Background: an optimization exercise with open tools, aiming at small area. Do not read the settings as production practice.
The RTL was checked by simulation tests, not by an equivalence proof against the original design.
Power figures rest on the tool's default switching activity, not on a simulated workload.

--- design/flow/design.v ---
`timescale 1ns / 1ps
module tresholding #
(
    parameter ADC_WIDTH = 14
)
(
    input                                   clk,
    input                                   rst,
    input  signed [ADC_WIDTH-1:0]           detail_level,
    input  [31:0]                           gpio_cfg,
    input  [31:0]                           gpio_cfg_2,
    input  [27:0]                           multresult,
    output [ADC_WIDTH-1:0]                  threshold_detail_level,
    output [ADC_WIDTH-1:0]                  median_out,
    output [ADC_WIDTH-1:0]                  threshold_out_dbg,
    output [5:0]                            universal_threshold_constant_level_1,
    output [5:0]                            universal_threshold_constant_level_2,
    output [31:0]                           window_len,
    output                                  window_len_valid,
    output                                  denoise_lvl_1,
    output                                  denoise_lvl_2,
    output                                  reconsruct_lvl_2
);
    wire [16:0] window_size_cfg = gpio_cfg_2[16:0];
    wire        soft_or_hard    = gpio_cfg[31];
    wire        one_time_lock   = gpio_cfg[17];
    wire        release_median  = gpio_cfg[18];
    wire        denoised_en     = gpio_cfg[14];
    assign universal_threshold_constant_level_1 = gpio_cfg[30:25];
    assign universal_threshold_constant_level_2 = gpio_cfg[24:19];
    assign denoise_lvl_1    = gpio_cfg[14];
    assign denoise_lvl_2    = gpio_cfg[15];
    assign reconsruct_lvl_2 = gpio_cfg[16];
    assign window_len       = {15'd0, window_size_cfg};
    assign window_len_valid = 1'b1;
    assign threshold_out_dbg = multresult[17:4];
    wire [13:0] dabs = detail_level[13] ? (14'd0 - detail_level) : detail_level;
    reg  [7:0]  ge;         
    reg         bs_ge;      
    wire [10:0] bs_median_nx;
    reg  [10:0] bs_median;
    always @(posedge clk) begin
        ge[0] <= |dabs[13:3];
        ge[1] <= |dabs[13:4];
        ge[2] <= |dabs[13:5];
        ge[3] <= |dabs[13:6];
        ge[4] <= |dabs[13:7];
        ge[5] <= |dabs[13:8];
        ge[6] <= |dabs[13:9];
        ge[7] <= |dabs[13:10];
        bs_ge <= dabs >= {3'd0, bs_median_nx};
    end
    reg  [16:0] rst_cnt;
    wire        wend = (rst_cnt == 17'd0);
    reg         ms_not_first;
    reg  [4:0]  vpipe;       
    always @(posedge clk) begin
        if (rst)
            rst_cnt <= 17'd0;
        else if (wend | ~denoised_en)
            rst_cnt <= window_size_cfg;
        else
            rst_cnt <= rst_cnt - 17'd1;
    end
    always @(posedge clk) begin
        if (rst) begin
            ms_not_first <= 1'b0;
            vpipe        <= 5'd0;
        end else begin
            ms_not_first <= 1'b1;
            vpipe        <= {vpipe[3:0], ms_not_first & wend};
        end
    end
    reg  [17:0] cnt_all;
    reg  [17:0] cnt_ge [0:7];
    reg  [2:0]  y_all;           
    reg  [1:0]  y_ge [0:7];
    reg  [7:0]  a_or_b;
    reg  [2:0]  ph;              
    reg         cancel;          
    reg  [17:0] run_min;
    reg  [2:0]  run_idx;
    wire        young  = (y_all != 3'd4);
    wire        frozen = (ph == 3'd1) || (ph == 3'd2) || (ph == 3'd3);
    wire        start_long = (ph == 3'd0) & wend & ~young;
    wire        cnt_clr = ~frozen & wend & young;
    wire        cnt_en  = ~frozen & ~wend;
    wire [2:0]  y_all_nx = wend ? 3'd0 : ((y_all == 3'd4) ? 3'd4 : y_all + 3'd1);
    wire [1:0]  y_ge_nx [0:7];
    wire [7:0]  smid;
    wire [7:0]  sa_nx;
    genvar k;
    generate
        for (k = 0; k < 8; k = k + 1) begin : srch
            assign sa_nx[k] = {y_ge[k], 1'b0} >= y_all;
            assign smid[k] = (y_all[1:0] == 2'd2) ? (y_ge[k] == 2'd1) :
                             (y_all[1:0] == 2'd3) ? (y_ge[k] == 2'd1 || y_ge[k] == 2'd2) : 1'b1;
            assign y_ge_nx[k] = wend ? 2'd0 : y_ge[k] + {1'd0, ge[k]};
            always @(posedge clk) begin
                y_ge[k] <= y_ge_nx[k];
                if (ph == 3'd3)
                    cnt_ge[k] <= {16'd0, y_ge_nx[k]};
                else if (cnt_clr)
                    cnt_ge[k] <= 18'd0;
                else
                    cnt_ge[k] <= cnt_ge[k] + {17'd0, ge[k] & cnt_en};
            end
        end
    endgenerate
    always @(posedge clk) begin
        y_all <= y_all_nx;
        if (ph == 3'd3)
            cnt_all <= {15'd0, y_all_nx};
        else if (cnt_clr)
            cnt_all <= 18'd0;
        else
            cnt_all <= cnt_all + {17'd0, cnt_en};
    end
    always @(posedge clk) begin
        if (rst)
            ph <= 3'd0;
        else if (ph == 3'd0)
            ph <= start_long ? 3'd1 : 3'd0;
        else
            ph <= (ph == 3'd4) ? 3'd0 : ph + 3'd1;
    end
    reg  [17:0] lb0, lb1;
    always @(*) begin
        case (ph[1:0])
            2'd0:    begin lb0 = cnt_ge[0]; lb1 = cnt_ge[1]; end
            2'd1:    begin lb0 = cnt_ge[2]; lb1 = cnt_ge[3]; end
            2'd2:    begin lb0 = cnt_ge[4]; lb1 = cnt_ge[5]; end
            default: begin lb0 = cnt_ge[6]; lb1 = cnt_ge[7]; end
        endcase
    end
    wire [19:0] lu0 = {1'b0, lb0, 1'b0} - {2'b0, cnt_all};
    wire [19:0] lu1 = {1'b0, lb1, 1'b0} - {2'b0, cnt_all};
    wire [17:0] lv0 = cnt_all - {lb0[16:0], 1'b0};
    wire [17:0] lv1 = cnt_all - {lb1[16:0], 1'b0};
    wire        lw0 = lb0 > cnt_all;
    wire        lw1 = lb1 > cnt_all;
    wire        la0 = lw0 ? (~lu0[19] & lu0[18]) : ~lu0[19];
    wire        la1 = lw1 ? (~lu1[19] & lu1[18]) : ~lu1[19];
    wire [17:0] ld0 = la0 ? lu0[17:0] : lv0;
    wire [17:0] ld1 = la1 ? lu1[17:0] : lv1;
    wire        lc  = ld0 <= ld1;
    wire [17:0] lpd = lc ? ld0 : ld1;
    wire [2:0]  lpi = {ph[1:0], ~lc};
    wire        lt0 = ld0 < run_min;
    wire        lt1 = ld1 < run_min;
    wire        upd = (ph == 3'd0) | (lc ? lt0 : lt1);
    always @(posedge clk) begin
        if (upd) begin
            run_min <= lpd;
            run_idx <= lpi;
        end
    end
    always @(posedge clk) begin
        if (ph == 3'd0)
            cancel <= 1'b0;
        else if (wend)
            cancel <= 1'b1;
    end
    always @(posedge clk) begin
        if (start_long || (frozen && !cancel)) begin
            a_or_b[{ph[1:0], 1'b0}] <= la0;
            a_or_b[{ph[1:0], 1'b1}] <= la1;
        end
        if (wend && young)
            a_or_b <= sa_nx;
    end
    reg  [2:0]  i30;
    always @(*) begin
        casez (smid)
            8'b???????1: i30 = 3'd0;
            8'b??????10: i30 = 3'd1;
            8'b?????100: i30 = 3'd2;
            8'b????1000: i30 = 3'd3;
            8'b???10000: i30 = 3'd4;
            8'b??100000: i30 = 3'd5;
            8'b?1000000: i30 = 3'd6;
            8'b10000000: i30 = 3'd7;
            default:     i30 = 3'd0;
        endcase
    end
    wire        min_le1 = |smid;
    reg  [3:0]  pd1, pd2, pd3, pd4, pd5;
    always @(posedge clk) begin
        pd1 <= {i30, min_le1};
        pd2 <= pd1;
        pd3 <= pd2;
        pd4 <= pd3;
        pd5 <= (ph == 3'd4) ? {run_idx, run_min[13:1] == 13'd0} : pd4;
    end
    wire        min_valid = vpipe[4];
    wire [2:0]  min_index = pd5[3:1];
    wire        min_flag  = pd5[0];
    localparam IDLE = 2'd0, CAL1 = 2'd1, CAL2 = 2'd2, CAVG = 2'd3;
    reg  [1:0]  state;
    reg         lock_median;
    reg         lock_median_s1;
    reg  [2:0]  sidx;           
    reg         sa;             
    reg         reset_median;
    reg         bs_not_first;
    reg         iter_nz;
    reg  [3:0]  rcode;          
    reg  [10:0] flow;           
    reg  [13:0] bsd;            
    reg         bsa;            
    reg         mm_flag;        
    reg  [13:0] prev_bsd;
    reg  [10:0] med;
    wire        go = min_valid & ~lock_median & (state == IDLE);
    wire [10:0] smi = 11'd8 << sidx;
    wire        reset_bs = (state == CAVG) & ~lock_median;
    wire [10:0] half_rng = (rcode == 4'd0) ? 11'd0 : (11'd1 << (rcode - 4'd1));
    wire [10:0] mid = flow | half_rng;
    assign bs_median_nx = rst ? 11'd0 : (reset_bs ? mid : bs_median);
    always @(posedge clk) begin
        if (rst)
            state <= IDLE;
        else case (state)
            IDLE: if (go) state <= CAL1;
            CAL1: state <= CAL2;
            CAL2: state <= CAVG;
            default: state <= IDLE;
        endcase
    end
    always @(posedge clk) begin
        if (min_valid)
            sidx <= min_index;
        if (go)
            sa <= a_or_b[min_index];
    end
    always @(posedge clk) begin
        if (rst)
            reset_median <= 1'b0;
        else if (min_valid & iter_nz) begin
            if (state == CAL1)
                reset_median <= 1'b0;
            if ((state == IDLE) && (sidx != min_index))
                reset_median <= 1'b1;
        end
    end
    always @(posedge clk) begin
        if (state == CAL1) begin
            if (~reset_median & bs_not_first) begin
                iter_nz <= 1'b1;
                rcode   <= rcode - 4'd1;
                if (bsa)
                    flow <= bs_median;
            end else begin
                iter_nz <= 1'b0;
                rcode   <= {1'b0, sidx} + 4'd2 + {3'd0, sa};
                flow    <= (sa ? 11'd8 : 11'd4) << sidx;
            end
        end
        if (rst)
            iter_nz <= 1'b0;
    end
    always @(posedge clk) begin
        if (rst)
            bs_not_first <= 1'b0;
        else if (state == CAL1)
            bs_not_first <= 1'b1;
    end
    reg  [17:0] bs_big, bs_sml;
    wire        bs_clr = min_valid | reset_bs;
    wire        bsa_nx = bs_big >= bs_sml;
    wire [17:0] bsd_nx = bsa_nx ? (bs_big - bs_sml) : (bs_sml - bs_big);
    always @(posedge clk) begin
        if (rst | bs_clr) begin
            bs_big <= 18'd0;
            bs_sml <= 18'd0;
        end else if (bs_ge)
            bs_big <= bs_big + 18'd1;
        else
            bs_sml <= bs_sml + 18'd1;
    end
    always @(posedge clk) begin
        if (go) begin
            bsd     <= bsd_nx[13:0];
            bsa     <= bsa_nx;
            mm_flag <= min_flag;
        end
    end
    always @(posedge clk) begin
        if (state == CAL1) begin
            if (reset_median | ~bs_not_first) begin
                med      <= smi;
                prev_bsd <= {3'd0, smi};
            end
        end
        if (state == CAL2) begin
            if ((iter_nz && bsd == 14'd0) || bsd == 14'd1) begin
                lock_median <= 1'b1;
                med         <= bs_median;
            end else if (mm_flag) begin
                lock_median <= 1'b1;
                med         <= smi;
            end else if (rcode == 4'd0) begin
                lock_median <= 1'b1;
            end else if (iter_nz && !(prev_bsd < bsd)) begin
                med      <= bs_median;
                prev_bsd <= bsd;
            end
        end
        if (rst) begin
            lock_median <= 1'b0;
            med         <= 11'd0;
        end
    end
    always @(posedge clk) begin
        if (rst)
            lock_median_s1 <= 1'b0;
        else
            lock_median_s1 <= lock_median;
        bs_median <= bs_median_nx;
    end
    assign median_out = {3'd0, med};
    wire lock_median_posedge = lock_median & ~lock_median_s1;
    reg         lock_threshold;
    reg  [13:0] thr_pos;
    always @(posedge clk) begin
        if (rst)
            lock_threshold <= 1'b0;
        else if (lock_median_posedge && one_time_lock)
            lock_threshold <= 1'b1;
        else if (release_median)
            lock_threshold <= 1'b0;
    end
    always @(posedge clk) begin
        if (~lock_threshold)
            thr_pos <= multresult[17:4];
    end
    reg  [13:0] soft_r, hard_r, thr_out;
    wire        dneg = detail_level[13];
    wire [14:0] thr_x = {thr_pos[13], thr_pos} ^ {15{~dneg}};
    wire [14:0] tsum  = {detail_level[13], detail_level} + thr_x + {14'd0, ~dneg};
    wire        tsum_lo0 = (tsum[13:0] == 14'd0);
    wire        p_min = (thr_pos == 14'h2000);
    wire        pass = dneg ? (tsum_lo0 | (tsum[14] & ~p_min)) : ~tsum[14];
    always @(posedge clk) begin
        soft_r  <= pass ? tsum[13:0] : 14'd0;
        hard_r  <= pass ? detail_level : 14'd0;
        thr_out <= soft_or_hard ? soft_r : hard_r;
    end
    assign threshold_detail_level = thr_out;
endmodule
--- design/flow/run.sh ---
#!/bin/bash
# synth_recipe.tcl (not shown) runs the flow's synth.tcl, then flattens the netlist and writes it again
# the make line also repeats each setting of config.mk as NAME=value (left out here)
make -C /OpenROAD-flow-scripts/flow DESIGN_CONFIG=/design/flow/config.mk WORK_HOME=/design/flow/orfs CLKGATE_MAP_FILE= SYNTH_SCRIPT=/design/flow/synth_recipe.tcl finish
--- design/flow/config.mk ---
export PLATFORM = sky130hd
export DESIGN_NAME = tresholding
export DESIGN_NICKNAME = tresholding
export VERILOG_FILES = /design/flow/design.v
export SDC_FILE = /design/flow/constraint.sdc
export NUM_CORES = 4
export LEC_CHECK = 0
export CAP_MARGIN = 5
export CORE_MARGIN = 2
export CORE_UTILIZATION = 60
export PLACE_DENSITY = 0.75
export SLEW_MARGIN = 5
--- design/flow/constraint.sdc ---
create_clock -name core_clock -period 8.0 [get_ports {clk}]
set_input_delay 1.6000 -clock core_clock [delete_from_list [all_inputs] [get_ports {clk}]]
set_output_delay 1.6000 -clock core_clock [all_outputs]
set_load 0.01 [all_outputs]
==> results of run 1 <==
[power groups by stage]
stage                     Combinational, W  Sequential, W  Clock [W]
after floorplan                    0.00429        0.00310          0
after global placement             0.00538        0.00317          0
after detailed placement           0.00561        0.00320          0
after CTS                          0.00567        0.00316    0.00218
after global routing               0.00640        0.00322    0.00227
final                              0.00575        0.00317    0.00215
[cells by family (layout without fill, tap and decap cells)]
group	count (synthesis)	in the layout	share of synthesized area [%]
xor gates and xnor gates	280	280	8.873
buffers and inverters	403	471	6.483
adders and majority gates	304	304	13.95
AOI/OAI and AO/OA	612	612	14.63
muxes	106	106	4.355
DFF	437	437	34.48
other	2	19	0.02717
and+or+nand+nor	1025	1025	17.21
[worst register-to-register path, stage by stage (launching register included)]
cell and delay, ns:
sky130_fd_sc_hd__dfxtp_1 0.47, sky130_fd_sc_hd__ha_1 0.42, sky130_fd_sc_hd__clkinvlp_2 0.55, sky130_fd_sc_hd__mux2_2 0.51, sky130_fd_sc_hd__ha_1 0.42, sky130_fd_sc_hd__a211o_1 0.33, sky130_fd_sc_hd__a21oi_1 0.22, sky130_fd_sc_hd__o21ai_1 0.13
sky130_fd_sc_hd__a211oi_2 0.32, sky130_fd_sc_hd__o21ai_0 0.18, sky130_fd_sc_hd__a31o_2 0.31, sky130_fd_sc_hd__mux2i_1 0.24, sky130_fd_sc_hd__nor2_1 0.12, sky130_fd_sc_hd__a211oi_1 0.23, sky130_fd_sc_hd__xnor2_1 0.23, sky130_fd_sc_hd__ha_1 0.31
sky130_fd_sc_hd__a21o_1 0.16, sky130_fd_sc_hd__a21o_1 0.17, sky130_fd_sc_hd__a21oi_1 0.14, sky130_fd_sc_hd__nor2_1 0.06, sky130_fd_sc_hd__a211oi_1 0.21, sky130_fd_sc_hd__buf_4 0.16, sky130_fd_sc_hd__or3b_2 0.43, sky130_fd_sc_hd__a31oi_1 0.17
sky130_fd_sc_hd__o31a_1 0.18, sky130_fd_sc_hd__a211o_2 0.18, sky130_fd_sc_hd__buf_4 0.20, sky130_fd_sc_hd__mux2_2 0.34
[registers in the layout, summed over array words and instances, names as in the netlist, 14 cells and up]
| register | flops |
|---|---|
| y_ge | 16 |
| bs_sml | 18 |
| run_min | 18 |
| bs_big | 18 |
| rst_cnt | 17 |
| soft_r | 14 |
| thr_out | 14 |
| bsd | 14 |
| prev_bsd | 14 |
| cnt_ge | 144 |
| thr_pos | 14 |
| cnt_all | 18 |
| hard_r | 14 |
[stage by stage]
step | cells | power [W]
4_1_cts | 3852 | 0.01100
6_report | 3854 | 0.01106
3_5_place_dp | 3770 | 0.008810
5_1_grt | 3854 | 0.01189
3_3_place_gp | 3770 | 0.008552
2_1_floorplan | 3186 | 0.007381
[per-layer routing]
metal / track usage, % / part of all wire [%]
met1: 39.14 / 47
met2: 46.61 / 46
met4: 6.485 / 1.9
met5: 0 / 0
met3: 3.619 / 5.4
[placed cells by master, fill, tap and decap left out, drive strengths merged, types with 25 or more instances in the layout]
cell,n
nand3,97
and3,47
xor2,100
clkbuf,65
a22oi,34
a22o,25
a21o,109
and2,25
o21ai,108
a21oi,168
edfxtp,78
nor2b,55
clkdlybuf4s50,106
mux2,70
buf,58
inv,225
nand2,228
a211oi,35
ha,296
nor3,43
nand4,49
nand2b,40
dfxtp,359
mux2i,34
nor2,382
xnor2,180
[timing repair]
item / in CTS / in global routing
setup buffers: 0 / 1
resized for setup: 0 / 12
setup endpoints to repair: 0 / 39
[area by class of cell]
type                    count  area (µm²)  area share [%]
flip-flops and latches    437        9530           31.11
inverters                 224       844.6           2.757
clock buffers              65        1324           4.321
clock inverters            17       192.7          0.6290
well taps                 600       750.7           2.451
repair inverters            1       5.005         0.01634
repair buffers            164        1531           4.999
multi-input cells        2346       16460           53.72
[how the worst min path moves through the flow]
| stage | endpoint | slack (ns) | cells past startpoint | startpoint |
|---|---|---|---|---|
| after floorplan | pd2[0] | 0.31 | 0 | pd1[0] |
| after global placement | pd3[3] | 0.31 | 0 | pd2[3] |
| after detailed placement | pd3[3] | 0.31 | 0 | pd2[3] |
| after CTS | pd4[0] | 0.33 | 0 | pd3[0] |
| after global routing | pd4[0] | 0.33 | 0 | pd3[0] |
| final | pd4[0] | 0.33 | 0 | pd3[0] |
==> report_table.html, run 1 <==
<table>
<tr><th>Metric</th><th>Value</th></tr>
<tr><th colspan="2">Outcome</th></tr>
<tr><td>Result of the run</td><td>timing/DRC/antenna clean</td></tr>
<tr><th colspan="2">Synth</th></tr>
<tr><td>Async set or reset register ratio after synthesis</td><td>0%</td></tr>
<tr><td>Post-Syn Area</td><td>0.02764 mm²</td></tr>
<tr><td>Dominant register cell in the synthesized netlist</td><td>sky130_fd_sc_hd__dfxtp_1</td></tr>
<tr><td>Post-synthesis cell type with the largest combined area</td><td>sky130_fd_sc_hd__dfxtp_1</td></tr>
<tr><td>Number of enable-type register cells in the synthesized netlist</td><td>78</td></tr>
<tr><td>Dominant cell by count in the synthesized netlist</td><td>sky130_fd_sc_hd__nor2_1</td></tr>
<tr><td>Top cell type's share of synthesized area</td><td>26.00%</td></tr>
<tr><td>Cell variety after synth</td><td>75</td></tr>
<tr><td>Average instance area after synthesis</td><td>8.722 µm²</td></tr>
<tr><td>Commonest cells in the netlist</td><td>sky130_fd_sc_hd__nor2_1 (382), sky130_fd_sc_hd__dfxtp_1 (359), sky130_fd_sc_hd__ha_1 (296), sky130_fd_sc_hd__nand2_1 (227), sky130_fd_sc_hd__inv_1 (223)</td></tr>
<tr><td>Cell count after synthesis</td><td>3,169</td></tr>
<tr><td>Flops &amp; latches, synth</td><td>437</td></tr>
<tr><td>Sequential fraction of the synthesis area</td><td>34.48%</td></tr>
<tr><td>Cell types occupying the most area after synthesis</td><td>sky130_fd_sc_hd__dfxtp_1 (26%), sky130_fd_sc_hd__ha_1 (13%), sky130_fd_sc_hd__edfxtp_1 (8.5%)</td></tr>
<tr><td>Yosys Warn Count</td><td>3</td></tr>
<tr><th colspan="2">Run</th></tr>
<tr><td>Max Cap Viol</td><td>0</td></tr>
<tr><th colspan="2">Floorplanning</th></tr>
<tr><td>Die extent in x</td><td>218.6 µm</td></tr>
<tr><td>Die area</td><td>0.04780 mm²</td></tr>
<tr><td>Number of core rows</td><td>78</td></tr>
<tr><td>Die Ht</td><td>218.6 µm</td></tr>
<tr><td>Core area</td><td>0.04538 mm²</td></tr>
<tr><td>Ports placed on the boundary</td><td>198</td></tr>
<tr><td>Effective utilization at floorplan</td><td>60.90%</td></tr>
<tr><th colspan="2">Timing</th></tr>
<tr><td>Setup slack of the critical path after layout</td><td>0.3280 ns</td></tr>
<tr><td>Slew at the pin closest to its max-slew limit</td><td>1.115 ns</td></tr>
<tr><td>Fin. Hold Viols</td><td>0</td></tr>
<tr><td>Relative slew slack</td><td>24.88%</td></tr>
<tr><td>Setup clock skew after layout</td><td>0.02981 ns</td></tr>
<tr><td>Finish-stage setup viols</td><td>0</td></tr>
<tr><td>Sum Neg Setup Slack</td><td>0 ns</td></tr>
<tr><td>Worst hold slack after final layout</td><td>0.3259 ns</td></tr>
<tr><td>Final slew viol count</td><td>0</td></tr>
<tr><td>Max frequency</td><td>0.1303 GHz</td></tr>
<tr><td>Min Tclk post-route</td><td>7.672 ns</td></tr>
<tr><td>Period Utilization, post-route</td><td>95.90%</td></tr>
<tr><th colspan="2">Clock network</th></tr>
<tr><td>Clock sink total</td><td>437</td></tr>
<tr><td>Total clock buffers created by CTS</td><td>46</td></tr>
<tr><td>Clock edge transition at the registers on the reported setup and hold paths</td><td>0.06 ns</td></tr>
<tr><td>Clock insertion delay at the later pin of the skew report</td><td>0.61 ns</td></tr>
<tr><td>Clock tree buffer depth</td><td>3</td></tr>
<tr><td>Clock tree from TritonCTS</td><td>done</td></tr>
<tr><td>Level count of the clock H-tree</td><td>2</td></tr>
<tr><td>Hold buffer count at cts</td><td>0</td></tr>
<tr><td>Clock tree root buffer cell</td><td>sky130_fd_sc_hd__clkbuf_16</td></tr>
<tr><th colspan="2">Power and ir drop</th></tr>
<tr><td>Net switching fraction of the power</td><td>39.56%</td></tr>
<tr><td>Power share of the sequential group</td><td>28.6%</td></tr>
<tr><td>Maximum resistive drop on vdd</td><td>0.0003089 V</td></tr>
<tr><td>Share of total power in the clock network</td><td>19.4%</td></tr>
<tr><td>Switch Pwr</td><td>0.004376 W</td></tr>
<tr><td>Internal power consumption</td><td>0.006686 W</td></tr>
<tr><td>P_leak</td><td>13.46 nW</td></tr>
<tr><td>Power per unit of standard cell area</td><td>361.1 mW/mm²</td></tr>
<tr><td>Combinational Power Share</td><td>52.0%</td></tr>
<tr><th colspan="2">Placed design</th></tr>
<tr><td>Placed Instance Area</td><td>0.02905 mm²</td></tr>
<tr><td>Detailed placer's ending HPWL</td><td>51,110 µm</td></tr>
<tr><td>Final weighted congestion of routability-driven global placement</td><td>0.9039</td></tr>
<tr><td>Worst slack, placed</td><td>0.1507 ns</td></tr>
<tr><td>IO buf count</td><td>107</td></tr>
<tr><th colspan="2">Final layout</th></tr>
<tr><td>Number of fillers in the final layout</td><td>3,687</td></tr>
<tr><td>Post-route cell area</td><td>0.03063 mm²</td></tr>
<tr><td>Diode count</td><td>0</td></tr>
<tr><td>Final Net Count</td><td>3,631</td></tr>
<tr><td>Final core occ</td><td>67.50%</td></tr>
<tr><td>Fraction of final layout cells with drive strength greater than 1</td><td>7.160%</td></tr>
<tr><td>Layout Area Growth over Synthesis</td><td>10.84%</td></tr>
<tr><th colspan="2">Critical path</th></tr>
<tr><td>Worst Path Class, Setup</td><td>reg -&gt; reg</td></tr>
<tr><td>CP startpoint</td><td>ph[1]</td></tr>
<tr><td>Max FO, Critical Path</td><td>11</td></tr>
<tr><td>Worst setup endpoint</td><td>run_min[17]</td></tr>
<tr><td>Crit-path slowest cell</td><td>sky130_fd_sc_hd__clkinvlp_2</td></tr>
<tr><td>Count of buffer and inverter cells on the critical path</td><td>3</td></tr>
<tr><td>Reg2reg end</td><td>run_min[17]</td></tr>
<tr><td>Worst reg-to-reg setup slack</td><td>0.33 ns</td></tr>
<tr><td>Number of logic stages on the critical path including buffering</td><td>27</td></tr>
<tr><td>Cell mode on critical path</td><td>sky130_fd_sc_hd__ha_1</td></tr>
<tr><td>FF-to-FF Start</td><td>ph[1]</td></tr>
<tr><td>Worst endpoint data arrival time</td><td>8.01 ns</td></tr>
<tr><td>Startpoint type of the worst setup path</td><td>flop</td></tr>
<tr><td>Worst Reg2Reg Path Length in Cells</td><td>27</td></tr>
<tr><td>Family with the most delay on the worst path</td><td>compound AO/OA/AOI/OAI gates</td></tr>
<tr><td>Kind of end point of the critical path</td><td>flop</td></tr>
<tr><td>Longest individual stage delay on the worst path</td><td>0.54 ns</td></tr>
<tr><td>CP Data Required Time</td><td>8.33 ns</td></tr>
<tr><th colspan="2">Min path</th></tr>
<tr><td>Classification of the worst-slack hold path</td><td>reg -&gt; reg</td></tr>
<tr><th colspan="2">Detailed routing</th></tr>
<tr><td>DR vias</td><td>22,364</td></tr>
<tr><td>Detailed router's first-iteration violation count</td><td>1,493</td></tr>
<tr><td>Sum of routed wire length over all layers</td><td>67,540 µm</td></tr>
<tr><td>Average via count per standard cell</td><td>5.803</td></tr>
<tr><td>Count of TritonRoute iterations in the first routing pass</td><td>6</td></tr>
<tr><td>Remaining DRCs</td><td>0</td></tr>
<tr><td>DR WL/cell</td><td>17.52 µm</td></tr>
<tr><td>Final antenna-violating net count</td><td>0</td></tr>
<tr><th colspan="2">Global route</th></tr>
<tr><td>Total routing usage reported by global routing</td><td>28.19%</td></tr>
<tr><td>Maximum number of pins on one net before global-route repair</td><td>102</td></tr>
<tr><td>Global route total overflow</td><td>0</td></tr>
<tr><td>Global-route wire length before repair</td><td>109,900 µm</td></tr>
<tr><td>Antenna violations before repair</td><td>0</td></tr>
<tr><td>Vias in the first global route</td><td>21,767</td></tr>
</table>
==> run 2: changes to the inputs <==
--- a/design/flow/design.v
+++ b/design/flow/design.v
@@ -135,6 +135,6 @@
     end
-    wire [19:0] lu0 = {1'b0, lb0, 1'b0} - {2'b0, cnt_all};
-    wire [19:0] lu1 = {1'b0, lb1, 1'b0} - {2'b0, cnt_all};
-    wire [17:0] lv0 = cnt_all - {lb0[16:0], 1'b0};
-    wire [17:0] lv1 = cnt_all - {lb1[16:0], 1'b0};
+    wire [19:0] ly0 = {1'b0, lb0, 1'b0} + {2'b11, ~cnt_all};
+    wire [19:0] ly1 = {1'b0, lb1, 1'b0} + {2'b11, ~cnt_all};
+    wire [19:0] lu0 = ly0 + 20'd1;
+    wire [19:0] lu1 = ly1 + 20'd1;
     wire        lw0 = lb0 > cnt_all;
@@ -143,4 +143,4 @@
     wire        la1 = lw1 ? (~lu1[19] & lu1[18]) : ~lu1[19];
-    wire [17:0] ld0 = la0 ? lu0[17:0] : lv0;
-    wire [17:0] ld1 = la1 ? lu1[17:0] : lv1;
+    wire [17:0] ld0 = la0 ? lu0[17:0] : ~ly0[17:0];
+    wire [17:0] ld1 = la1 ? lu1[17:0] : ~ly1[17:0];
     wire        lc  = ld0 <= ld1;
@@ -208,3 +208,3 @@
     reg  [10:0] flow;           
-    reg  [13:0] bsd;            
+    reg  [13:0] bsx;            
     reg         bsa;            
@@ -269,4 +269,5 @@
     wire        bs_clr = min_valid | reset_bs;
-    wire        bsa_nx = bs_big >= bs_sml;
-    wire [17:0] bsd_nx = bsa_nx ? (bs_big - bs_sml) : (bs_sml - bs_big);
+    wire [13:0] bsd = bsa ? bsx : (14'd0 - bsx);
+    wire [18:0] bsx_nx = {1'b0, bs_big} - {1'b0, bs_sml};
+    wire        bsa_nx = ~bsx_nx[18];
     always @(posedge clk) begin
@@ -282,3 +283,3 @@
         if (go) begin
-            bsd     <= bsd_nx[13:0];
+            bsx     <= bsx_nx[13:0];
             bsa     <= bsa_nx;
--- a/design/flow/config.mk
+++ b/design/flow/config.mk
@@ -7,3 +7,3 @@
 export LEC_CHECK = 0
-export CAP_MARGIN = 5
+export CAP_MARGIN = 20
 export CORE_MARGIN = 2
@@ -11,2 +11,2 @@
 export PLACE_DENSITY = 0.75
-export SLEW_MARGIN = 5
+export SLEW_MARGIN = 20
==> run 2 against run 1 <==
Effect of this change:
- still clean
- register-to-register slack got worse by 0.07 ns
- clock power increased by 6%
- sequential share of layout area increased by 0.23 points
- largest power group unchanged
==> report_table.html, run 2 <==
<table>
<tr><th>Metric</th><th>Value</th></tr>
<tr><th colspan="2">Outcome</th></tr>
<tr><td>Result of the run</td><td>timing/DRC/antenna clean</td></tr>
<tr><th colspan="2">Run</th></tr>
<tr><td>Max Cap Viol</td><td>0 (unchanged)</td></tr>
<tr><th colspan="2">Floorplanning</th></tr>
<tr><td>Core area</td><td>0.04422 mm² (-2.6%)</td></tr>
<tr><td>Die area</td><td>0.04649 mm² (-2.7%)</td></tr>
<tr><td>Ports placed on the boundary</td><td>198 (unchanged)</td></tr>
<tr><td>Effective utilization at floorplan</td><td>60.76% (-0.15 points)</td></tr>
<tr><td>Number of core rows</td><td>77 (-1.3%)</td></tr>
<tr><td>Die extent in x</td><td>215.6 µm (-1.4%)</td></tr>
<tr><td>Die Ht</td><td>215.6 µm (-1.4%)</td></tr>
<tr><th colspan="2">Timing</th></tr>
<tr><td>Min Tclk post-route</td><td>7.743 ns (+0.07077 ns)</td></tr>
<tr><td>Setup slack of the critical path after layout</td><td>0.2572 ns (-0.07077 ns)</td></tr>
<tr><td>Period Utilization, post-route</td><td>96.79% (+0.88 points)</td></tr>
<tr><td>Slew at the pin closest to its max-slew limit</td><td>1.155 ns (+0.04025 ns)</td></tr>
<tr><td>Max frequency</td><td>0.1292 GHz (-0.91%)</td></tr>
<tr><td>Relative slew slack</td><td>22.39% (-2.5 points)</td></tr>
<tr><td>Setup clock skew after layout</td><td>0.03025 ns (+0.0004364 ns)</td></tr>
<tr><td>Final slew viol count</td><td>0 (unchanged)</td></tr>
<tr><td>Fin. Hold Viols</td><td>0 (unchanged)</td></tr>
<tr><td>Worst hold slack after final layout</td><td>0.3255 ns (-0.0003990 ns)</td></tr>
<tr><td>Finish-stage setup viols</td><td>0 (unchanged)</td></tr>
<tr><th colspan="2">Synth</th></tr>
<tr><td>Cell variety after synth</td><td>93 (+24%)</td></tr>
<tr><td>Post-Syn Area</td><td>0.02687 mm² (-2.8%)</td></tr>
<tr><td>Average instance area after synthesis</td><td>8.835 µm² (+1.3%)</td></tr>
<tr><td>Sequential fraction of the synthesis area</td><td>35.47% (+0.99 points)</td></tr>
<tr><td>Dominant register cell in the synthesized netlist</td><td>sky130_fd_sc_hd__dfxtp_1</td></tr>
<tr><td>Cell types occupying the most area after synthesis</td><td>sky130_fd_sc_hd__dfxtp_1 (27%), sky130_fd_sc_hd__ha_1 (12%), sky130_fd_sc_hd__edfxtp_1 (8.7%)</td></tr>
<tr><td>Dominant cell by count in the synthesized netlist</td><td>sky130_fd_sc_hd__dfxtp_1</td></tr>
<tr><td>Cell count after synthesis</td><td>3,041 (-4.0%)</td></tr>
<tr><td>Yosys Warn Count</td><td>3 (unchanged)</td></tr>
<tr><td>Commonest cells in the netlist</td><td>sky130_fd_sc_hd__dfxtp_1 (359), sky130_fd_sc_hd__nor2_1 (358), sky130_fd_sc_hd__ha_1 (255), sky130_fd_sc_hd__inv_1 (204), sky130_fd_sc_hd__xnor2_1 (201)</td></tr>
<tr><td>Flops &amp; latches, synth</td><td>437 (unchanged)</td></tr>
<tr><td>Top cell type's share of synthesized area</td><td>26.75% (+0.75 points)</td></tr>
<tr><td>Number of enable-type register cells in the synthesized netlist</td><td>78 (unchanged)</td></tr>
<tr><td>Async set or reset register ratio after synthesis</td><td>0% (unchanged)</td></tr>
<tr><td>Post-synthesis cell type with the largest combined area</td><td>sky130_fd_sc_hd__dfxtp_1</td></tr>
<tr><th colspan="2">Global route</th></tr>
<tr><td>Total routing usage reported by global routing</td><td>27.83% (-0.35 points)</td></tr>
<tr><td>Global route total overflow</td><td>0 (unchanged)</td></tr>
<tr><td>Vias in the first global route</td><td>21,842 (+0.34%)</td></tr>
<tr><td>Global-route wire length before repair</td><td>107,600 µm (-2.1%)</td></tr>
<tr><td>Antenna violations before repair</td><td>0 (unchanged)</td></tr>
<tr><td>Maximum number of pins on one net before global-route repair</td><td>83 (-19%)</td></tr>
<tr><th colspan="2">Critical path</th></tr>
<tr><td>Longest individual stage delay on the worst path</td><td>0.46 ns (-0.08 ns)</td></tr>
<tr><td>Startpoint type of the worst setup path</td><td>flop</td></tr>
<tr><td>Max FO, Critical Path</td><td>17 (+6)</td></tr>
<tr><td>Cell mode on critical path</td><td>sky130_fd_sc_hd__a21o_1</td></tr>
<tr><td>Kind of end point of the critical path</td><td>flop</td></tr>
<tr><td>Family with the most delay on the worst path</td><td>compound AO/OA/AOI/OAI gates</td></tr>
<tr><td>Crit-path slowest cell</td><td>sky130_fd_sc_hd__a2111oi_1</td></tr>
<tr><td>Worst Path Class, Setup</td><td>reg -&gt; reg</td></tr>
<tr><td>Worst reg-to-reg setup slack</td><td>0.26 ns (-0.07 ns)</td></tr>
<tr><td>Count of buffer and inverter cells on the critical path</td><td>5 (+2)</td></tr>
<tr><td>Worst endpoint data arrival time</td><td>8.01 ns (about the same)</td></tr>
<tr><td>CP Data Required Time</td><td>8.27 ns (-0.06 ns)</td></tr>
<tr><th colspan="2">Detailed routing</th></tr>
<tr><td>DR WL/cell</td><td>17.58 µm (+0.31%)</td></tr>
<tr><td>Sum of routed wire length over all layers</td><td>66,150 µm (-2.1%)</td></tr>
<tr><td>Remaining DRCs</td><td>0 (unchanged)</td></tr>
<tr><td>Final antenna-violating net count</td><td>0 (unchanged)</td></tr>
<tr><td>Average via count per standard cell</td><td>5.868 (+1.1%)</td></tr>
<tr><td>Detailed router's first-iteration violation count</td><td>1,595 (+6.8%)</td></tr>
<tr><td>DR vias</td><td>22,082 (-1.3%)</td></tr>
<tr><td>Count of TritonRoute iterations in the first routing pass</td><td>7 (+1)</td></tr>
<tr><th colspan="2">Final layout</th></tr>
<tr><td>Final Net Count</td><td>3,502 (-3.6%)</td></tr>
<tr><td>Fraction of final layout cells with drive strength greater than 1</td><td>8.641% (+1.5 points)</td></tr>
<tr><td>Most used cells in the layout excluding fill and tap cells</td><td>sky130_fd_sc_hd__dfxtp_1 (357), sky130_fd_sc_hd__nor2_1 (356), sky130_fd_sc_hd__ha_1 (248)</td></tr>
<tr><td>Diode count</td><td>0 (unchanged)</td></tr>
<tr><td>Largest register by flop count</td><td>cnt_ge</td></tr>
<tr><td>Commonest non-fill, non-tap cell in the layout</td><td>sky130_fd_sc_hd__dfxtp_1</td></tr>
<tr><td>Flip-flop count of the largest register after layout</td><td>144 (unchanged)</td></tr>
<tr><td>Layout Area Growth over Synthesis</td><td>13.20%</td></tr>
<tr><th colspan="2">Clock network</th></tr>
<tr><td>Clock edge transition at the registers on the reported setup and hold paths</td><td>0.06 ns (about the same)</td></tr>
<tr><td>Total clock buffers created by CTS</td><td>47 (+2.2%)</td></tr>
<tr><td>Clock tree root buffer cell</td><td>sky130_fd_sc_hd__clkbuf_16</td></tr>
<tr><td>Level count of the clock H-tree</td><td>2 (unchanged)</td></tr>
<tr><td>Hold buffer count at cts</td><td>0 (unchanged)</td></tr>
<tr><td>Clock sink total</td><td>437 (unchanged)</td></tr>
<tr><td>Clock insertion delay at the later pin of the skew report</td><td>0.59 ns (-0.02 ns)</td></tr>
<tr><td>Clock tree from TritonCTS</td><td>done</td></tr>
<tr><td>Clock tree buffer depth</td><td>3 (unchanged)</td></tr>
<tr><th colspan="2">Placed design</th></tr>
<tr><td>Detailed placer's ending HPWL</td><td>49,510 µm (-3.1%)</td></tr>
<tr><td>Worst slack, placed</td><td>-0.07342 ns (-0.2241 ns)</td></tr>
<tr><td>IO buf count</td><td>107 (unchanged)</td></tr>
<tr><td>Final weighted congestion of routability-driven global placement</td><td>0.9113 (+0.82%)</td></tr>
<tr><th colspan="2">Min path</th></tr>
<tr><td>Classification of the worst-slack hold path</td><td>reg -&gt; reg</td></tr>
<tr><th colspan="2">Power and ir drop</th></tr>
<tr><td>Power Total</td><td>0.01095 W (-1.0%)</td></tr>
<tr><td>Power per unit of standard cell area</td><td>360.0 mW/mm² (-0.31%)</td></tr>
<tr><td>P_leak</td><td>12.77 nW (-5.1%)</td></tr>
<tr><td>Maximum resistive drop on vdd</td><td>0.0002470 V (-20%)</td></tr>
</table>
[run 2: final timing paths]
kind,from,to,cells after the start
setup / recovery,ph[0],run_min[0],31
hold / removal,pd2[3],pd3[3],0
setup reg to reg,ph[0],run_min[0],31
hold reg to reg,pd2[3],pd3[3],0
[run 2: power breakdown]
| part | internal, W | total, W | switching, W |
|---|---|---|---|
| combinational | 0.00251 | 0.00558 | 0.00307 |
| clock | 0.00137 | 0.00228 | 0.000915 |
| sequential | 0.00274 | 0.00309 | 0.000344 |
[run 2: area by class of cell]
cell class                 instances  area [µm²]
tap                              592       740.7
clock buffer                      60        1286
inverter                         206       773.2
clock inverter                    25       332.8
timing repair buffer             194        1773
fill                            3394       13810
multi-input combinational       2249       15980
sequential                       437        9532
[run 2: through the flow]
step	instances	util (%)	TNS, ns	instance area, µm²
after floorplan	3058	-	0	26950
after global placement	3670	64.51	0	28520
after detailed placement	3670	64.51	-1.556	28520
after CTS	3755	68.23	0	30170
after global routing	3763	68.78	-1.052	30410
final	3763	68.78	0	30410
[run 2: kinds of logic after synthesis]
family,count (synthesis),synth area share (%)
and+or+nand+nor,1019,17.96
other,2,0.02795
DFF,437,35.47
AOI/OAI and AO/OA,548,14.13
xor gates and xnor gates,313,10.31
muxes,91,3.768
adders and majority gates,259,12.17
buffers and inverters,372,6.166
[run 2: per-layer routing]
layer  vias to the layer above  routed length, µm  global-route usage, %
met1                     10535              29210                  36.58
met4                         0               1583                  8.276
met5                         -                  0                      0
li1                      10774                  -                      -
met2                       642              32000                  48.14
met3                       131               3355                  3.171
[run 2: what timing repair did]
item / CTS / global route
resized for setup: 8 / 39
buffers inserted: 0 / 8
endpoints found under the setup margin: 35 / 39
pin swaps: 0 / 15
==> run 3: changes to the inputs <==
--- a/design/flow/config.mk
+++ b/design/flow/config.mk
@@ -9,4 +9,5 @@
 export CORE_MARGIN = 2
-export CORE_UTILIZATION = 60
-export PLACE_DENSITY = 0.75
+export CORE_UTILIZATION = 65
+export CTS_BUF_LIST = sky130_fd_sc_hd__clkbuf_4 sky130_fd_sc_hd__clkbuf_8
+export PLACE_DENSITY = 0.8
 export SLEW_MARGIN = 20
==> run 3 against run 2 <==
Effect of this change:
- still clean
- clock skew fell by 0.0041 ns
- synthesized cell count unchanged
- clock power about the same
- setup slack worse by 0.093 ns
- register-to-register slack lost 0.09 ns
- non-clock buffer count stayed put
- total power is 1.3% higher
- maximum frequency shrank 1.2%
- via count grew 2.1%
- worst hold slack improved by 0.0022 ns
- area after synthesis unchanged
- sequential share of layout area down 0.21 points
- critical path type unchanged
- largest cell class unchanged
- largest power group unchanged
==> report_table.html, run 3 <==
<table>
<tr><th>Metric</th><th>Value</th></tr>
<tr><th colspan="2">Timing</th></tr>
<tr><td>Fin. Hold Viols</td><td>0 (unchanged)</td></tr>
<tr><td>Max frequency</td><td>0.1276 GHz (-1.2%)</td></tr>
<tr><td>Min Tclk post-route</td><td>7.836 ns (+0.09284 ns)</td></tr>
<tr><td>Finish-stage setup viols</td><td>0 (unchanged)</td></tr>
<tr><td>Setup clock skew after layout</td><td>0.02615 ns (-0.004102 ns)</td></tr>
<tr><td>Period Utilization, post-route</td><td>97.95% (+1.2 points)</td></tr>
<tr><td>Slew at the pin closest to its max-slew limit</td><td>1.099 ns (-0.05580 ns)</td></tr>
<tr><td>Final slew viol count</td><td>0 (unchanged)</td></tr>
<tr><td>Worst hold slack after final layout</td><td>0.3277 ns (+0.002185 ns)</td></tr>
<tr><td>Relative slew slack</td><td>26.14% (+3.7 points)</td></tr>
<tr><th colspan="2">Placed design</th></tr>
<tr><td>Placed Instance Area</td><td>0.02840 mm² (-0.45%)</td></tr>
<tr><td>Final weighted congestion of routability-driven global placement</td><td>0.9207 (+1.0%)</td></tr>
<tr><td>Detailed placer's ending HPWL</td><td>49,670 µm (+0.32%)</td></tr>
<tr><td>IO buf count</td><td>107 (unchanged)</td></tr>
<tr><td>Placed cell count</td><td>3,603 (-1.8%)</td></tr>
<tr><th colspan="2">Final layout</th></tr>
<tr><td>Final non-filler cell total</td><td>3,753 (-0.27%)</td></tr>
<tr><td>Flip-flop count of the largest register after layout</td><td>144 (unchanged)</td></tr>
<tr><td>Final core occ</td><td>74.98% (+6.2 points)</td></tr>
<tr><td>Final Net Count</td><td>3,528 (+0.74%)</td></tr>
<tr><td>Largest register by flop count</td><td>cnt_ge</td></tr>
<tr><td>Commonest non-fill, non-tap cell in the layout</td><td>sky130_fd_sc_hd__dfxtp_1</td></tr>
<tr><td>Post-route cell area</td><td>0.03062 mm² (+0.66%)</td></tr>
<tr><td>Layout Area Growth over Synthesis</td><td>13.95%</td></tr>
<tr><td>Fraction of final layout cells with drive strength greater than 1</td><td>10.50% (+1.9 points)</td></tr>
<tr><td>Most used cells in the layout excluding fill and tap cells</td><td>sky130_fd_sc_hd__dfxtp_1 (357), sky130_fd_sc_hd__nor2_1 (356), sky130_fd_sc_hd__ha_1 (244)</td></tr>
<tr><th colspan="2">Synth</th></tr>
<tr><td>Sequential fraction of the synthesis area</td><td>35.47% (unchanged)</td></tr>
<tr><td>Top cell type's share of synthesized area</td><td>26.75% (unchanged)</td></tr>
<tr><td>Flops &amp; latches, synth</td><td>437 (unchanged)</td></tr>
<tr><td>Yosys Warn Count</td><td>3 (unchanged)</td></tr>
<tr><td>Cell types occupying the most area after synthesis</td><td>sky130_fd_sc_hd__dfxtp_1 (27%), sky130_fd_sc_hd__ha_1 (12%), sky130_fd_sc_hd__edfxtp_1 (8.7%)</td></tr>
<tr><td>Dominant register cell in the synthesized netlist</td><td>sky130_fd_sc_hd__dfxtp_1</td></tr>
<tr><td>Commonest cells in the netlist</td><td>sky130_fd_sc_hd__dfxtp_1 (359), sky130_fd_sc_hd__nor2_1 (358), sky130_fd_sc_hd__ha_1 (255), sky130_fd_sc_hd__inv_1 (204), sky130_fd_sc_hd__xnor2_1 (201)</td></tr>
<tr><td>Cell variety after synth</td><td>93 (unchanged)</td></tr>
<tr><td>Number of enable-type register cells in the synthesized netlist</td><td>78 (unchanged)</td></tr>
<tr><td>Async set or reset register ratio after synthesis</td><td>0% (unchanged)</td></tr>
<tr><td>Post-synthesis cell type with the largest combined area</td><td>sky130_fd_sc_hd__dfxtp_1</td></tr>
<tr><td>Cell count after synthesis</td><td>3,041 (unchanged)</td></tr>
<tr><td>Average instance area after synthesis</td><td>8.835 µm² (unchanged)</td></tr>
<tr><td>Dominant cell by count in the synthesized netlist</td><td>sky130_fd_sc_hd__dfxtp_1</td></tr>
<tr><td>Post-Syn Area</td><td>0.02687 mm² (unchanged)</td></tr>
<tr><th colspan="2">Clock network</th></tr>
<tr><td>Level count of the clock H-tree</td><td>3 (+1)</td></tr>
<tr><td>Clock tree root buffer cell</td><td>sky130_fd_sc_hd__clkbuf_8</td></tr>
<tr><td>Total clock buffers created by CTS</td><td>73 (+55%)</td></tr>
<tr><td>Clock tree buffer depth</td><td>3 (unchanged)</td></tr>
<tr><td>Hold buffer count at cts</td><td>0 (unchanged)</td></tr>
<tr><td>Clock tree from TritonCTS</td><td>done</td></tr>
<tr><td>Clock edge transition at the registers on the reported setup and hold paths</td><td>0.06 ns (about the same)</td></tr>
<tr><td>Clock insertion delay at the later pin of the skew report</td><td>0.63 ns (+0.04 ns)</td></tr>
<tr><td>Clock sink total</td><td>437 (unchanged)</td></tr>
<tr><th colspan="2">Power and ir drop</th></tr>
<tr><td>P_leak</td><td>12.92 nW (+1.1%)</td></tr>
<tr><td>Maximum resistive drop on vdd</td><td>0.0002506 V (+1.5%)</td></tr>
<tr><td>Power Total</td><td>0.01109 W (+1.3%)</td></tr>
<tr><td>Power per unit of standard cell area</td><td>362.4 mW/mm² (+0.66%)</td></tr>
<tr><th colspan="2">Critical path</th></tr>
<tr><td>Max FO, Critical Path</td><td>17 (unchanged)</td></tr>
<tr><td>Crit-path slowest cell</td><td>sky130_fd_sc_hd__ha_1</td></tr>
<tr><td>Worst reg-to-reg setup slack</td><td>0.16 ns (-0.09 ns)</td></tr>
<tr><td>CP Data Required Time</td><td>8.34 ns (+0.07 ns)</td></tr>
<tr><td>Worst endpoint data arrival time</td><td>8.17 ns (+0.16 ns)</td></tr>
<tr><td>Cell mode on critical path</td><td>sky130_fd_sc_hd__a21o_1</td></tr>
<tr><td>Longest individual stage delay on the worst path</td><td>0.50 ns (+0.04 ns)</td></tr>
<tr><td>Worst Path Class, Setup</td><td>reg -&gt; reg</td></tr>
<tr><td>Kind of end point of the critical path</td><td>flop</td></tr>
<tr><td>Startpoint type of the worst setup path</td><td>flop</td></tr>
<tr><th colspan="2">Global route</th></tr>
<tr><td>Maximum number of pins on one net before global-route repair</td><td>116 (+40%)</td></tr>
<tr><td>Global route total overflow</td><td>0 (unchanged)</td></tr>
<tr><td>Total routing usage reported by global routing</td><td>30.42% (+2.6 points)</td></tr>
<tr><td>Antenna violations before repair</td><td>1 (+1)</td></tr>
<tr><td>Vias in the first global route</td><td>22,270 (+2.0%)</td></tr>
<tr><td>Global-route wire length before repair</td><td>109,200 µm (+1.5%)</td></tr>
<tr><th colspan="2">Run</th></tr>
<tr><td>Max Cap Viol</td><td>0 (unchanged)</td></tr>
<tr><th colspan="2">Floorplanning</th></tr>
<tr><td>Die Ht</td><td>207.3 µm (-3.9%)</td></tr>
<tr><td>Ports placed on the boundary</td><td>198 (unchanged)</td></tr>
<tr><td>Number of core rows</td><td>74 (-3.9%)</td></tr>
<tr><td>Die extent in x</td><td>207.3 µm (-3.9%)</td></tr>
<tr><td>Effective utilization at floorplan</td><td>65.80% (+5.0 points)</td></tr>
<tr><td>Die area</td><td>0.04298 mm² (-7.6%)</td></tr>
<tr><td>Core area</td><td>0.04083 mm² (-7.7%)</td></tr>
<tr><th colspan="2">Detailed routing</th></tr>
<tr><td>Final antenna-violating net count</td><td>0 (unchanged)</td></tr>
<tr><td>Count of TritonRoute iterations in the first routing pass</td><td>6 (-1)</td></tr>
<tr><td>Sum of routed wire length over all layers</td><td>67,930 µm (+2.7%)</td></tr>
<tr><td>Remaining DRCs</td><td>0 (unchanged)</td></tr>
<tr><td>Detailed router's first-iteration violation count</td><td>1,893 (+19%)</td></tr>
<tr><td>DR vias</td><td>22,546 (+2.1%)</td></tr>
<tr><td>DR WL/cell</td><td>18.10 µm (+3.0%)</td></tr>
<tr><td>Average via count per standard cell</td><td>6.007 (+2.4%)</td></tr>
<tr><th colspan="2">Outcome</th></tr>
<tr><td>Result of the run</td><td>timing/DRC/antenna clean</td></tr>
<tr><th colspan="2">Min path</th></tr>
<tr><td>Classification of the worst-slack hold path</td><td>reg -&gt; reg</td></tr>
</table>
## run 3: layout make-up
type	count	area [µm²]
Multi-Input combinational cell	2249	16100
Fill cell	2889	10220
Sequential cell	437	9532
Timing Repair Buffer	194	1836
Clock buffer	115	1483
Inverter	206	773.2
Tap cell	532	665.6
Clock inverter	19	226.5
Antenna cell	1	2.502
## run 3: per-stage QoR
| stage | worst slack [ns] | setup TNS [ns] |
|---|---|---|
| 6_report | 0.1644 | 0 |
| 5_1_grt | -0.04935 | -0.6856 |
| 4_1_cts | 0.03286 | 0 |
| 3_5_place_dp | -0.1933 | -6.322 |
| 3_3_place_gp | 0.1273 | 0 |
| 2_1_floorplan | 0.02323 | 0 |
## run 3: power by group
group          switching [W]  internal (W)  leakage, nW
clock               0.000932       0.00134        0.899
sequential          0.000358       0.00274         3.72
combinational        0.00314       0.00258         8.30
## run 3: routing by layer
metal | track usage (%) | vias to the layer above | routed length, µm
met5 | 0 | - | 0
met4 | 12.98 | 0 | 2205
met3 | 4.644 | 170 | 3849
met2 | 52.07 | 772 | 33080
met1 | 38.22 | 10786 | 28790
li1 | - | 10818 | -
## run 3: logic make-up after synthesis
logic type,after synthesis,synth area share [%]
other,2,0.02795
xor gates and xnor gates,313,10.31
adders and majority gates,259,12.17
and+or+nand+nor,1019,17.96
AOI/OAI and AO/OA,548,14.13
muxes,91,3.768
DFF,437,35.47
buffers and inverters,372,6.166
## run 3: worst paths after layout
kind,startpoint,end,cells after the start
max,ph[1],run_min[0],31
min,pd3[0],pd4[0],0
min reg2reg,pd3[0],pd4[0],0
max reg2reg,ph[1],run_min[0],31
## run 3: timing repair
action                     CTS  global route
setup endpoints to repair   38            39
cloned                       0             2
gates resized for setup      4            62
buffers inserted             2            10
pin swaps                    1            19
## run 3: worst max-delay path, delay by kind of cell, from the launching register on
family                   cells  cell delay, ns
multiplexers                 3            0.82
AO/OA/AOI/OAI               17            4.03
AND/OR/NAND/NOR              3            0.50
XOR/XNOR                     1            0.17
adder cells (fa/ha/maj)      3            1.00
buffers and inverters        4            0.62
flip-flops                   1            0.39
==> run 4: changes to the inputs <==
--- a/design/flow/design.v
+++ b/design/flow/design.v
@@ -148,11 +148,15 @@
     wire [2:0]  lpi = {ph[1:0], ~lc};
-    wire        lt0 = ld0 < run_min;
-    wire        lt1 = ld1 < run_min;
-    wire        upd = (ph == 3'd0) | (lc ? lt0 : lt1);
-    always @(posedge clk) begin
-        if (upd) begin
-            run_min <= lpd;
-            run_idx <= lpi;
+    reg  [17:0] pair_min;
+    reg  [2:0]  pair_idx;
+    wire        pair_lt = pair_min < run_min;
+    always @(posedge clk) begin
+        pair_min <= lpd;
+        pair_idx <= lpi;
+        if ((ph == 3'd1) || pair_lt) begin
+            run_min <= pair_min;
+            run_idx <= pair_idx;
         end
     end
+    wire [17:0] fin_min = pair_lt ? pair_min : run_min;
+    wire [2:0]  fin_idx = pair_lt ? pair_idx : run_idx;
     always @(posedge clk) begin
@@ -192,3 +196,3 @@
         pd4 <= pd3;
-        pd5 <= (ph == 3'd4) ? {run_idx, run_min[13:1] == 13'd0} : pd4;
+        pd5 <= (ph == 3'd4) ? {fin_idx, fin_min[13:1] == 13'd0} : pd4;
     end
@@ -200,3 +204,2 @@
     reg         lock_median;
-    reg         lock_median_s1;
     reg  [2:0]  sidx;           
@@ -315,6 +318,2 @@
     always @(posedge clk) begin
-        if (rst)
-            lock_median_s1 <= 1'b0;
-        else
-            lock_median_s1 <= lock_median;
         bs_median <= bs_median_nx;
@@ -322,3 +321,3 @@
     assign median_out = {3'd0, med};
-    wire lock_median_posedge = lock_median & ~lock_median_s1;
+    wire lock_median_posedge = lock_median & (state == CAVG);
     reg         lock_threshold;
--- a/design/flow/config.mk
+++ b/design/flow/config.mk
@@ -9,5 +9,4 @@
 export CORE_MARGIN = 2
-export CORE_UTILIZATION = 65
-export CTS_BUF_LIST = sky130_fd_sc_hd__clkbuf_4 sky130_fd_sc_hd__clkbuf_8
-export PLACE_DENSITY = 0.8
+export CORE_UTILIZATION = 60
+export PLACE_DENSITY = 0.75
 export SLEW_MARGIN = 20
==> run 4 against run 3 <==
Effect of this change:
- non-clock buffer count down 41
- flip-flop and latch count rose by 20
- critical endpoint is now pair_min[4]
- utilization down 7.7 points
- design area is 3.3% lower
- clock skew fell by 0.0024 ns
- critical path depth is 2 higher
- routed wire length down 5.5%
- count of clock-buffer cells in the layout decreased by 41
- largest cell class unchanged
==> report_table.html, run 4 <==
<table>
<tr><th>Metric</th><th>Value</th></tr>
<tr><th colspan="2">Outcome</th></tr>
<tr><td>Result of the run</td><td>timing/DRC/antenna clean</td></tr>
<tr><th colspan="2">Timing</th></tr>
<tr><td>Sum Neg Setup Slack</td><td>0 ns (unchanged)</td></tr>
<tr><td>Final slew viol count</td><td>0 (unchanged)</td></tr>
<tr><td>Setup slack of the critical path after layout</td><td>0.4482 ns (+0.2839 ns)</td></tr>
<tr><td>Min Tclk post-route</td><td>7.552 ns (-0.2839 ns)</td></tr>
<tr><td>Max frequency</td><td>0.1324 GHz (+3.8%)</td></tr>
<tr><td>Period Utilization, post-route</td><td>94.40% (-3.5 points)</td></tr>
<tr><td>Relative slew slack</td><td>28.44% (+2.3 points)</td></tr>
<tr><td>Setup clock skew after layout</td><td>0.02370 ns (-0.002450 ns)</td></tr>
<tr><td>Finish-stage setup viols</td><td>0 (unchanged)</td></tr>
<tr><td>Slew at the pin closest to its max-slew limit</td><td>1.062 ns (-0.03735 ns)</td></tr>
<tr><td>Fin. Hold Viols</td><td>0 (unchanged)</td></tr>
<tr><th colspan="2">Power and ir drop</th></tr>
<tr><td>Switch Pwr</td><td>0.003808 W (-14%)</td></tr>
<tr><td>Power Total</td><td>0.009950 W (-10%)</td></tr>
<tr><td>Share of total power in the clock network</td><td>22.2% (+1.7 points)</td></tr>
<tr><td>Internal power consumption</td><td>0.006142 W (-7.9%)</td></tr>
<tr><td>Maximum resistive drop on vdd</td><td>0.0002328 V (-7.1%)</td></tr>
<tr><td>P_leak</td><td>12.73 nW (-1.5%)</td></tr>
<tr><td>Power share of the sequential group</td><td>32.8% (+4.9 points)</td></tr>
<tr><td>Power per unit of standard cell area</td><td>336.0 mW/mm² (-7.3%)</td></tr>
<tr><td>Combinational Power Share</td><td>45.0% (-6.5 points)</td></tr>
<tr><td>Net switching fraction of the power</td><td>38.27% (-1.6 points)</td></tr>
<tr><th colspan="2">Synth</th></tr>
<tr><td>Async set or reset register ratio after synthesis</td><td>0% (unchanged)</td></tr>
<tr><td>Average instance area after synthesis</td><td>8.988 µm² (+1.7%)</td></tr>
<tr><td>Cell types occupying the most area after synthesis</td><td>sky130_fd_sc_hd__dfxtp_1 (28%), sky130_fd_sc_hd__ha_1 (11%), sky130_fd_sc_hd__edfxtp_1 (8.8%)</td></tr>
<tr><td>Flops &amp; latches, synth</td><td>457 (+4.6%)</td></tr>
<tr><td>Sequential fraction of the synthesis area</td><td>37.22% (+1.8 points)</td></tr>
<tr><td>Cell count after synthesis</td><td>2,968 (-2.4%)</td></tr>
<tr><td>Cell variety after synth</td><td>105 (+13%)</td></tr>
<tr><td>Commonest cells in the netlist</td><td>sky130_fd_sc_hd__nor2_1 (381), sky130_fd_sc_hd__dfxtp_1 (379), sky130_fd_sc_hd__ha_1 (240), sky130_fd_sc_hd__inv_1 (186), sky130_fd_sc_hd__xnor2_1 (183)</td></tr>
<tr><td>Post-Syn Area</td><td>0.02668 mm² (-0.71%)</td></tr>
<tr><td>Top cell type's share of synthesized area</td><td>28.44% (+1.7 points)</td></tr>
<tr><td>Yosys Warn Count</td><td>3 (unchanged)</td></tr>
<tr><td>Dominant cell by count in the synthesized netlist</td><td>sky130_fd_sc_hd__nor2_1</td></tr>
<tr><td>Number of enable-type register cells in the synthesized netlist</td><td>78 (unchanged)</td></tr>
<tr><td>Post-synthesis cell type with the largest combined area</td><td>sky130_fd_sc_hd__dfxtp_1</td></tr>
<tr><td>Dominant register cell in the synthesized netlist</td><td>sky130_fd_sc_hd__dfxtp_1</td></tr>
<tr><th colspan="2">Final layout</th></tr>
<tr><td>Number of fillers in the final layout</td><td>3,485 (+21%)</td></tr>
<tr><td>Fraction of final layout cells with drive strength greater than 1</td><td>6.193% (-4.3 points)</td></tr>
<tr><td>Flip-flop count of the largest register after layout</td><td>144 (unchanged)</td></tr>
<tr><td>FF+latch area</td><td>0.009930 mm² (+4.2%)</td></tr>
<tr><td>Post-route cell area</td><td>0.02961 mm² (-3.3%)</td></tr>
<tr><td>Layout Area Growth over Synthesis</td><td>10.99%</td></tr>
<tr><td>Most used cells in the layout excluding fill and tap cells</td><td>sky130_fd_sc_hd__nor2_1 (381), sky130_fd_sc_hd__dfxtp_1 (379), sky130_fd_sc_hd__ha_1 (238)</td></tr>
<tr><td>Final Net Count</td><td>3,381 (-4.2%)</td></tr>
<tr><td>Commonest non-fill, non-tap cell in the layout</td><td>sky130_fd_sc_hd__nor2_1</td></tr>
<tr><td>Total area of multi-input combinational cells</td><td>0.01525 mm² (-5.3%)</td></tr>
<tr><td>Largest register by flop count</td><td>cnt_ge</td></tr>
<tr><td>Diode count</td><td>0 (-1)</td></tr>
<tr><th colspan="2">Clock network</th></tr>
<tr><td>Clock tree buffer depth</td><td>3 (unchanged)</td></tr>
<tr><td>Clock sink total</td><td>457 (+4.6%)</td></tr>
<tr><td>Clock tree root buffer cell</td><td>sky130_fd_sc_hd__clkbuf_16</td></tr>
<tr><td>Total clock buffers created by CTS</td><td>49 (-33%)</td></tr>
<tr><td>Clock tree from TritonCTS</td><td>done</td></tr>
<tr><td>Clock insertion delay at the later pin of the skew report</td><td>0.59 ns (-0.04 ns)</td></tr>
<tr><td>Level count of the clock H-tree</td><td>2 (-1)</td></tr>
<tr><td>Clock edge transition at the registers on the reported setup and hold paths</td><td>0.06 ns (about the same)</td></tr>
<tr><td>Hold buffer count at cts</td><td>0 (unchanged)</td></tr>
<tr><th colspan="2">Global route</th></tr>
<tr><td>Antenna violations before repair</td><td>0 (-1)</td></tr>
<tr><td>Maximum number of pins on one net before global-route repair</td><td>92 (-21%)</td></tr>
<tr><td>Total routing usage reported by global routing</td><td>27.41% (-3.0 points)</td></tr>
<tr><td>Global route total overflow</td><td>0 (unchanged)</td></tr>
<tr><td>Vias in the first global route</td><td>21,119 (-5.2%)</td></tr>
<tr><td>Global-route wire length before repair</td><td>104,500 µm (-4.2%)</td></tr>
<tr><th colspan="2">Placed design</th></tr>
<tr><td>Detailed placer's ending HPWL</td><td>48,280 µm (-2.8%)</td></tr>
<tr><td>IO buf count</td><td>107 (unchanged)</td></tr>
<tr><td>Worst slack, placed</td><td>0.1206 ns (+0.3139 ns)</td></tr>
<tr><td>Placed Instance Area</td><td>0.02796 mm² (-1.5%)</td></tr>
<tr><td>Final weighted congestion of routability-driven global placement</td><td>0.9420 (+2.3%)</td></tr>
<tr><th colspan="2">Min path</th></tr>
<tr><td>Worst Min Path Start</td><td>pd2[2]</td></tr>
<tr><td>Hold path endpoint</td><td>pd3[2]</td></tr>
<tr><td>Classification of the worst-slack hold path</td><td>reg -&gt; reg</td></tr>
<tr><td>Hold Path Depth</td><td>0 (unchanged)</td></tr>
<tr><th colspan="2">Detailed routing</th></tr>
<tr><td>Sum of routed wire length over all layers</td><td>64,210 µm (-5.5%)</td></tr>
<tr><td>Average via count per standard cell</td><td>5.868 (-2.3%)</td></tr>
<tr><td>Final antenna-violating net count</td><td>0 (unchanged)</td></tr>
<tr><td>DR WL/cell</td><td>17.54 µm (-3.1%)</td></tr>
<tr><td>Detailed router's first-iteration violation count</td><td>1,679 (-11%)</td></tr>
<tr><td>DR vias</td><td>21,478 (-4.7%)</td></tr>
<tr><td>Count of TritonRoute iterations in the first routing pass</td><td>7 (+1)</td></tr>
<tr><td>Remaining DRCs</td><td>0 (unchanged)</td></tr>
<tr><th colspan="2">Critical path</th></tr>
<tr><td>Kind of end point of the critical path</td><td>flop</td></tr>
<tr><td>Worst Path Class, Setup</td><td>reg -&gt; reg</td></tr>
<tr><td>Longest individual stage delay on the worst path</td><td>0.53 ns (+0.03 ns)</td></tr>
<tr><td>FF-to-FF Start</td><td>ph[0]</td></tr>
<tr><td>Family with the most delay on the worst path</td><td>compound AO/OA/AOI/OAI gates</td></tr>
<tr><td>Startpoint type of the worst setup path</td><td>flop</td></tr>
<tr><td>Crit-path slowest cell</td><td>sky130_fd_sc_hd__dfxtp_1</td></tr>
<tr><td>Worst endpoint data arrival time</td><td>8.00 ns (-0.17 ns)</td></tr>
<tr><td>Reg2reg end</td><td>pair_min[4]</td></tr>
<tr><td>Count of buffer and inverter cells on the critical path</td><td>5 (+1)</td></tr>
<tr><td>Worst reg-to-reg setup slack</td><td>0.45 ns (+0.28 ns)</td></tr>
<tr><td>CP Data Required Time</td><td>8.45 ns (+0.11 ns)</td></tr>
<tr><td>Max FO, Critical Path</td><td>24 (+7)</td></tr>
<tr><td>Number of logic stages on the critical path including buffering</td><td>33 (+6.5%)</td></tr>
<tr><td>Worst Reg2Reg Path Length in Cells</td><td>33 (+6.5%)</td></tr>
<tr><th colspan="2">Floorplanning</th></tr>
<tr><td>Ports placed on the boundary</td><td>198 (unchanged)</td></tr>
<tr><td>Die Ht</td><td>214.9 µm (+3.6%)</td></tr>
<tr><td>Effective utilization at floorplan</td><td>60.59% (-5.2 points)</td></tr>
<tr><td>Number of core rows</td><td>77 (+4.1%)</td></tr>
<tr><td>Die area</td><td>0.04616 mm² (+7.4%)</td></tr>
<tr><td>Core area</td><td>0.04403 mm² (+7.8%)</td></tr>
<tr><td>Die extent in x</td><td>214.9 µm (+3.6%)</td></tr>
<tr><th colspan="2">Run</th></tr>
<tr><td>Max Cap Viol</td><td>0 (unchanged)</td></tr>
</table>
## run 4: cell types whose count changed after synthesis, sizes merged, moves of 17 or more
cell	change
inv	-17
nand2	-38
mux2	-18
nor2	+23
dfxtp	+20
xnor2	-17
nand3	-43
## run 4: cell type report
cell class | instances | share of cell area [%]
clock buffers | 74 | 4.767
clock inverters | 16 | 0.4902
inverters | 188 | 2.383
multi-input cells | 2180 | 51.51
flip-flops and latches | 457 | 33.54
well taps | 592 | 2.502
repair buffers | 153 | 4.809
## run 4: metal layers
metal  global-route usage, %  routed length [µm]  vias to the layer above
met5                       0                   0                        -
met4                   8.287                1617                        0
met1                   37.79               29710                    10232
met3                   3.680                3767                      117
li1                        -                   -                    10482
met2                   44.81               29110                      647
## run 4: cells by family (layout without fill, tap and decap cells)
family / after synthesis / in the layout / synth area share [%]
buffers and inverters: 348 / 431 / 5.962
flip-flops: 457 / 457 / 37.22
other: 2 / 19 / 0.02815
AO/OA/AOI/OAI: 528 / 528 / 13.79
multiplexers: 76 / 76 / 3.035
XOR/XNOR: 304 / 304 / 10.01
AND/OR/NAND/NOR: 1009 / 1009 / 18.39
adder cells (fa/ha/maj): 244 / 244 / 11.56
## run 4: worst register-to-register path, delay by kind of cell (launching register included)
kind,cells,cell delay (ns)
xor+xnor,2,0.53
mux,2,0.43
buf+inv,5,0.89
compound gates,13,2.57
flops,1,0.53
fa+ha+maj,4,1.32
simple gates,7,1.16
## run 4: worst max-delay path by stage
stage / from / to / slack, ns
floorplan: ph[0] / pair_min[10] / 1.0
global placement: ph[0] / pair_min[5] / 0.32
detailed placement: ph[0] / pair_min[3] / 0.12
CTS: ph[0] / pair_min[3] / 0.08
global route: ph[0] / pair_min[4] / -0.04
finish: ph[0] / pair_min[4] / 0.45
## run 4: power by group through the flow
stage / sequential, W / combinational [W] / clock [W]
6_report: 0.00326 / 0.00448 / 0.00221
3_5_place_dp: 0.00330 / 0.00424 / 0
4_1_cts: 0.00325 / 0.00429 / 0.00225
3_3_place_gp: 0.00327 / 0.00409 / 0
2_1_floorplan: 0.00319 / 0.00318 / 0
5_1_grt: 0.00332 / 0.00497 / 0.00234
## run 4: metrics by stage
step           hold WS (ns)  cells  utilization, %
2_1_floorplan        0.3096   2985               -
6_report             0.3235   3660           67.25
3_3_place_gp         0.3151   3561           63.50
5_1_grt              0.3351   3660           67.25
4_1_cts              0.3259   3651           67.04
3_5_place_dp         0.3121   3561           63.50
## run 4: what timing repair did
| item | in CTS | in global routing |
|---|---|---|
| gates resized for setup | 0 | 3 |
| setup endpoints to repair | 0 | 18 |
| setup buffers | 0 | 9 |

what the ideal ports hide:
In the flow no input, the clock included, has a driving cell. The finished layouts below were timed again as built, in two steps. Step 1 assumes that a clkbuf_16 drives the clock port and a buf_2 every other input. Step 2 also shifts input and output timing later by t, the mid clock arrival at the registers, as if the neighbouring blocks saw the same clock. a / b / c = no drivers / after step 1 / after step 2; a / b = the first two.
run	t, ns	setup slack, ns	worst slew at a driven data input, ns
run 1	0.652	0.328 / 0.328 / 0.328	0.07
run 2	0.633	0.257 / 0.257 / 0.257	0.06
run 3	0.678	0.164 / 0.164 / 0.164	0.07
run 4	0.639	0.448 / 0.448 / 0.448	0.07
After both steps setup and hold are still met in every run listed.
